Source: an optimization exercise on an open RTL-to-GDS flow (aim: small area, a short achievable clock period and few clock cycles). Production flows keep margins and buffers that such runs may drop.
In this exercise RTL edits were held to simulation tests only and were not proved equivalent to the original.

==> flow/design.v <==
module i_merge4(input wire          clk,
		input wire          reset,
		input wire [3:0]    i_valid,
		output wire [3:0]   i_ready,
		input wire [255:0]  i_data,
		input wire [3:0]    i_last,
		output wire [3:0]   o_valid,
		input wire [3:0]    o_ready,
		output wire [255:0] o_data,
		output wire [3:0]   o_last,
		output wire [3:0]   hgo,
		output wire [7:0]   hdst,
		input wire [3:0]    park_v,
		input wire [7:0]    park_sel);
   parameter REQ = 1;
   reg [3:0] first;
   reg [3:0] busy;
   reg [3:0] sel [0:3];		 
   reg [1:0]   hd [0:3];	 
   reg [3:0]   ok [0:3];	 
   reg [3:0]   wt [0:3];	 
   reg [255:0] xd;		 
   reg [3:0]   rdy, tk;
   reg [3:0]   ovalid, olast;
   reg [255:0] odata;
   reg [7:0]   hdst_r;
   integer     i, j;
   always @(*) begin
      for (i = 0; i < 4; i = i + 1) begin
	 hd[i] = REQ ? i_data[64*i+30 +: 2] : i_data[64*i+48 +: 2];
	 hdst_r[2*i +: 2] = hd[i];
	 xd[64*i +: 64] = i_data[64*i +: 64];
	 if (first[i]) begin
	    if (REQ)
	      xd[64*i+48 +: 8] = {i_data[64*i+48 +: 6], i[1:0]};
	    else
	      xd[64*i+48 +: 8] = {2'b00, i_data[64*i+50 +: 6]};
	 end
      end
      for (j = 0; j < 4; j = j + 1) begin
	 for (i = 0; i < 4; i = i + 1)
	   ok[j][i] = sel[j][i] & (first[i] ? (hd[i] == j) : busy[j]);
	 ovalid[j] = |(ok[j] & i_valid);
	 olast[j]  = |(sel[j] & i_last);
	 odata[64*j +: 64] = 64'h0;
	 for (i = 0; i < 4; i = i + 1)
	   if (sel[j][i]) odata[64*j +: 64] = odata[64*j +: 64] | xd[64*i +: 64];
      end
      for (i = 0; i < 4; i = i + 1) begin
	 rdy[i] = (ok[0][i] & o_ready[0]) | (ok[1][i] & o_ready[1]) |
		  (ok[2][i] & o_ready[2]) | (ok[3][i] & o_ready[3]);
	 tk[i] = i_valid[i] & rdy[i];
      end
      for (j = 0; j < 4; j = j + 1)
	for (i = 0; i < 4; i = i + 1)
	  wt[j][i] = i_valid[i] & first[i] & (hd[i] == j) & ~sel[j][i];
   end
   assign o_valid = ovalid;
   assign o_last  = olast;
   assign o_data  = odata;
   assign i_ready = rdy;
   assign hgo     = tk & first;
   assign hdst    = hdst_r;
   wire [3:0] otake = ovalid & o_ready;
   wire [3:0] busy_n = (otake & ~olast) | (~otake & (busy | ovalid));
   always @(posedge clk) begin
      for (i = 0; i < 4; i = i + 1)
	if (tk[i]) first[i] <= i_last[i];
      busy <= busy_n;
      for (j = 0; j < 4; j = j + 1)
	if (!busy_n[j]) begin
	   if (wt[j][0])      sel[j] <= 4'b0001;
	   else if (wt[j][1]) sel[j] <= 4'b0010;
	   else if (wt[j][2]) sel[j] <= 4'b0100;
	   else if (wt[j][3]) sel[j] <= 4'b1000;
	   else if (park_v[j]) sel[j] <= 4'b0001 << park_sel[2*j +: 2];
	end
      if (reset) begin
	 first <= 4'b1111;
	 busy <= 4'b0000;
	 for (j = 0; j < 4; j = j + 1) sel[j] <= 4'b0001;
      end
   end
endmodule
module mic_4r4c(input wire 	   clk,
		input wire 	   reset,
		input wire 	   R0I_TVALID,
		output wire 	   R0I_TREADY,
		input wire [63:0]  R0I_TDATA,
		input wire 	   R0I_TLAST,
		output wire 	   R0O_TVALID,
		input wire 	   R0O_TREADY,
		output wire [63:0] R0O_TDATA,
		output wire 	   R0O_TLAST,
		input wire 	   R1I_TVALID,
		output wire 	   R1I_TREADY,
		input wire [63:0]  R1I_TDATA,
		input wire 	   R1I_TLAST,
		output wire 	   R1O_TVALID,
		input wire 	   R1O_TREADY,
		output wire [63:0] R1O_TDATA,
		output wire 	   R1O_TLAST,
		input wire 	   R2I_TVALID,
		output wire 	   R2I_TREADY,
		input wire [63:0]  R2I_TDATA,
		input wire 	   R2I_TLAST,
		output wire 	   R2O_TVALID,
		input wire 	   R2O_TREADY,
		output wire [63:0] R2O_TDATA,
		output wire 	   R2O_TLAST,
		input wire 	   R3I_TVALID,
		output wire 	   R3I_TREADY,
		input wire [63:0]  R3I_TDATA,
		input wire 	   R3I_TLAST,
		output wire 	   R3O_TVALID,
		input wire 	   R3O_TREADY,
		output wire [63:0] R3O_TDATA,
		output wire 	   R3O_TLAST,
		output wire 	   C0O_TVALID,
		input wire 	   C0O_TREADY,
		output wire [63:0] C0O_TDATA,
		output wire 	   C0O_TLAST,
		input wire 	   C0I_TVALID,
		output wire 	   C0I_TREADY,
		input wire [63:0]  C0I_TDATA,
		input wire 	   C0I_TLAST,
		output wire 	   C1O_TVALID,
		input wire 	   C1O_TREADY,
		output wire [63:0] C1O_TDATA,
		output wire 	   C1O_TLAST,
		input wire 	   C1I_TVALID,
		output wire 	   C1I_TREADY,
		input wire [63:0]  C1I_TDATA,
		input wire 	   C1I_TLAST,
		output wire 	   C2O_TVALID,
		input wire 	   C2O_TREADY,
		output wire [63:0] C2O_TDATA,
		output wire 	   C2O_TLAST,
		input wire 	   C2I_TVALID,
		output wire 	   C2I_TREADY,
		input wire [63:0]  C2I_TDATA,
		input wire 	   C2I_TLAST,
		output wire 	   C3O_TVALID,
		input wire 	   C3O_TREADY,
		output wire [63:0] C3O_TDATA,
		output wire 	   C3O_TLAST,
		input wire 	   C3I_TVALID,
		output wire 	   C3I_TREADY,
		input wire [63:0]  C3I_TDATA,
		input wire 	   C3I_TLAST
		);
   wire [3:0]   rq_ov, rs_ov, rq_ol, rs_ol;
   wire [255:0] rq_od, rs_od;
   wire [3:0]   rq_ir, rs_ir;
   wire [3:0]   rq_hgo;
   wire [7:0]   rq_hdst;
   wire [3:0]   rs_fin = rs_ov & rs_ol & {R3O_TREADY, R2O_TREADY, R1O_TREADY, R0O_TREADY};
   wire [1:0]   rs_fin_id = rs_fin[0] ? 2'd0 : rs_fin[1] ? 2'd1 : rs_fin[2] ? 2'd2 : 2'd3;
   i_merge4 #(.REQ(1)) REQ_XBAR
     (.clk(clk), .reset(reset),
      .i_valid({R3I_TVALID, R2I_TVALID, R1I_TVALID, R0I_TVALID}),
      .i_ready(rq_ir),
      .i_data({R3I_TDATA, R2I_TDATA, R1I_TDATA, R0I_TDATA}),
      .i_last({R3I_TLAST, R2I_TLAST, R1I_TLAST, R0I_TLAST}),
      .o_valid(rq_ov),
      .o_ready({C3O_TREADY, C2O_TREADY, C1O_TREADY, C0O_TREADY}),
      .o_data(rq_od),
      .o_last(rq_ol),
      .hgo(rq_hgo), .hdst(rq_hdst),
      .park_v({4{|rs_fin}}), .park_sel({4{rs_fin_id}}));
   i_merge4 #(.REQ(0)) RSP_XBAR
     (.clk(clk), .reset(reset),
      .i_valid({C3I_TVALID, C2I_TVALID, C1I_TVALID, C0I_TVALID}),
      .i_ready(rs_ir),
      .i_data({C3I_TDATA, C2I_TDATA, C1I_TDATA, C0I_TDATA}),
      .i_last({C3I_TLAST, C2I_TLAST, C1I_TLAST, C0I_TLAST}),
      .o_valid(rs_ov),
      .o_ready({R3O_TREADY, R2O_TREADY, R1O_TREADY, R0O_TREADY}),
      .o_data(rs_od),
      .o_last(rs_ol),
      .hgo(), .hdst(),
      .park_v(rq_hgo), .park_sel(rq_hdst));
   assign {R3I_TREADY, R2I_TREADY, R1I_TREADY, R0I_TREADY} = rq_ir;
   assign {C3I_TREADY, C2I_TREADY, C1I_TREADY, C0I_TREADY} = rs_ir;
   assign {C3O_TVALID, C2O_TVALID, C1O_TVALID, C0O_TVALID} = rq_ov;
   assign {C3O_TLAST, C2O_TLAST, C1O_TLAST, C0O_TLAST} = rq_ol;
   assign {C3O_TDATA, C2O_TDATA, C1O_TDATA, C0O_TDATA} = rq_od;
   assign {R3O_TVALID, R2O_TVALID, R1O_TVALID, R0O_TVALID} = rs_ov;
   assign {R3O_TLAST, R2O_TLAST, R1O_TLAST, R0O_TLAST} = rs_ol;
   assign {R3O_TDATA, R2O_TDATA, R1O_TDATA, R0O_TDATA} = rs_od;
endmodule
==> flow/config.mk <==
export PLATFORM = sky130hd
export DESIGN_NAME = mic_4r4c
export DESIGN_NICKNAME = mic_4r4c
export VERILOG_FILES = /design/flow/design.v
export SDC_FILE = /design/flow/constraint.sdc
export NUM_CORES = 4
export LEC_CHECK = 0
export CAP_MARGIN = 20
export CORE_AREA = 2 2 248 248
export DIE_AREA = 0 0 250 250
export SETUP_SLACK_MARGIN = 2.0
export SLEW_MARGIN = 20
==> flow/constraint.sdc <==
create_clock -name core_clock -period 5.0 [get_ports {clk}]
set_input_delay 1.0000 -clock core_clock [delete_from_list [all_inputs] [get_ports {clk}]]
set_output_delay 1.0000 -clock core_clock [all_outputs]
set_load 0.01 [all_outputs]
standard.sh (not shown) runs the stock make flow with config.mk's settings and CLKGATE_MAP_FILE= SYNTH_SCRIPT=/design/flow/synth_recipe.tcl, a recipe that flattens the netlist after the stock synthesis.
==> flow/flow/run.sh <==
#!/bin/bash
# Standard ORFS layout, with two changes to how it is made:
#  - port buffers are buf_2 cells instead of the default choice;
#  - IO pins may sit one routing track apart, so the die can be smaller.
set -uo pipefail
bash standard.sh \
  "BUFFER_PORTS_ARGS=-buffer_cell sky130_fd_sc_hd__buf_2" \
  "PLACE_PINS_ARGS=-min_distance 1 -min_distance_in_tracks" \
  finish > standard.log 2>&1
The starting point produced a clean layout.
Testbench counts at the start, summed over its fixed seeds: cycles 9,374.
Edit:
--- a/flow/flow/run.sh
+++ b/flow/flow/run.sh
@@ -3 +3 @@
-#  - port buffers are buf_2 cells instead of the default choice;
+#  - port buffers are buf_1 cells instead of the default choice;
@@ -7 +7 @@
-  "BUFFER_PORTS_ARGS=-buffer_cell sky130_fd_sc_hd__buf_2" \
+  "BUFFER_PORTS_ARGS=-buffer_cell sky130_fd_sc_hd__buf_1" \
- ABC_CLOCK_PERIOD_IN_PS: unset -> 1500
- CORE_AREA: 2 2 248 248 -> 2 2 238 238
- DIE_AREA: 0 0 250 250 -> 0 0 240 240
Outcome: The new run never finished: it broke off in 5_1_grt, error GRT-0116. Synthesized cell count does not change. Synthesized area is unchanged.
Edit:
- ABC_CLOCK_PERIOD_IN_PS: 1500 -> unset
The changed run ended with an error in 5_1_grt with GRT-0116. Synthesized cell count stays the same. Area after synthesis stays the same.
Edit:
--- a/flow/flow/run.sh
+++ b/flow/flow/run.sh
@@ -3 +3 @@
-#  - port buffers are buf_1 cells instead of the default choice;
+#  - port buffers are buf_2 cells instead of the default choice;
@@ -7 +7 @@
-  "BUFFER_PORTS_ARGS=-buffer_cell sky130_fd_sc_hd__buf_1" \
+  "BUFFER_PORTS_ARGS=-buffer_cell sky130_fd_sc_hd__buf_2" \
- CORE_AREA: 2 2 238 238 -> 2 2 228 228
- DIE_AREA: 0 0 240 240 -> 0 0 230 230
After rerunning: The changed run aborted during 5_1_grt, error GRT-0116; area after synthesis stays the same; synthesized cell count stays the same.

## re-timing with driven ports
In the flow no input, the clock included, has a driving cell. The finished layout below was timed again as built, in two steps.
Step 1 sets driving cells, clkbuf_16 on the clock port and buf_2 on the other inputs (assumed; they add their load-dependent delay and slew).
Step 2 also shifts input and output timing later by t, the mid clock arrival at the registers, as if the neighbouring blocks saw the same clock.
a / b / c = ideal / step 1 / step 2; a / b = the first two.
run: the first run
t, ns: 0.345
setup WS [ns]: 1.810 / 1.691 / 1.688
clock arrival spread, ns: 0.012 / 0.013
pins driven straight from the clock port: 1
After both steps setup and hold are still met in the first run. The setup slack of the first run moves by -0.119 ns with the drivers and by -0.122 ns with both steps.
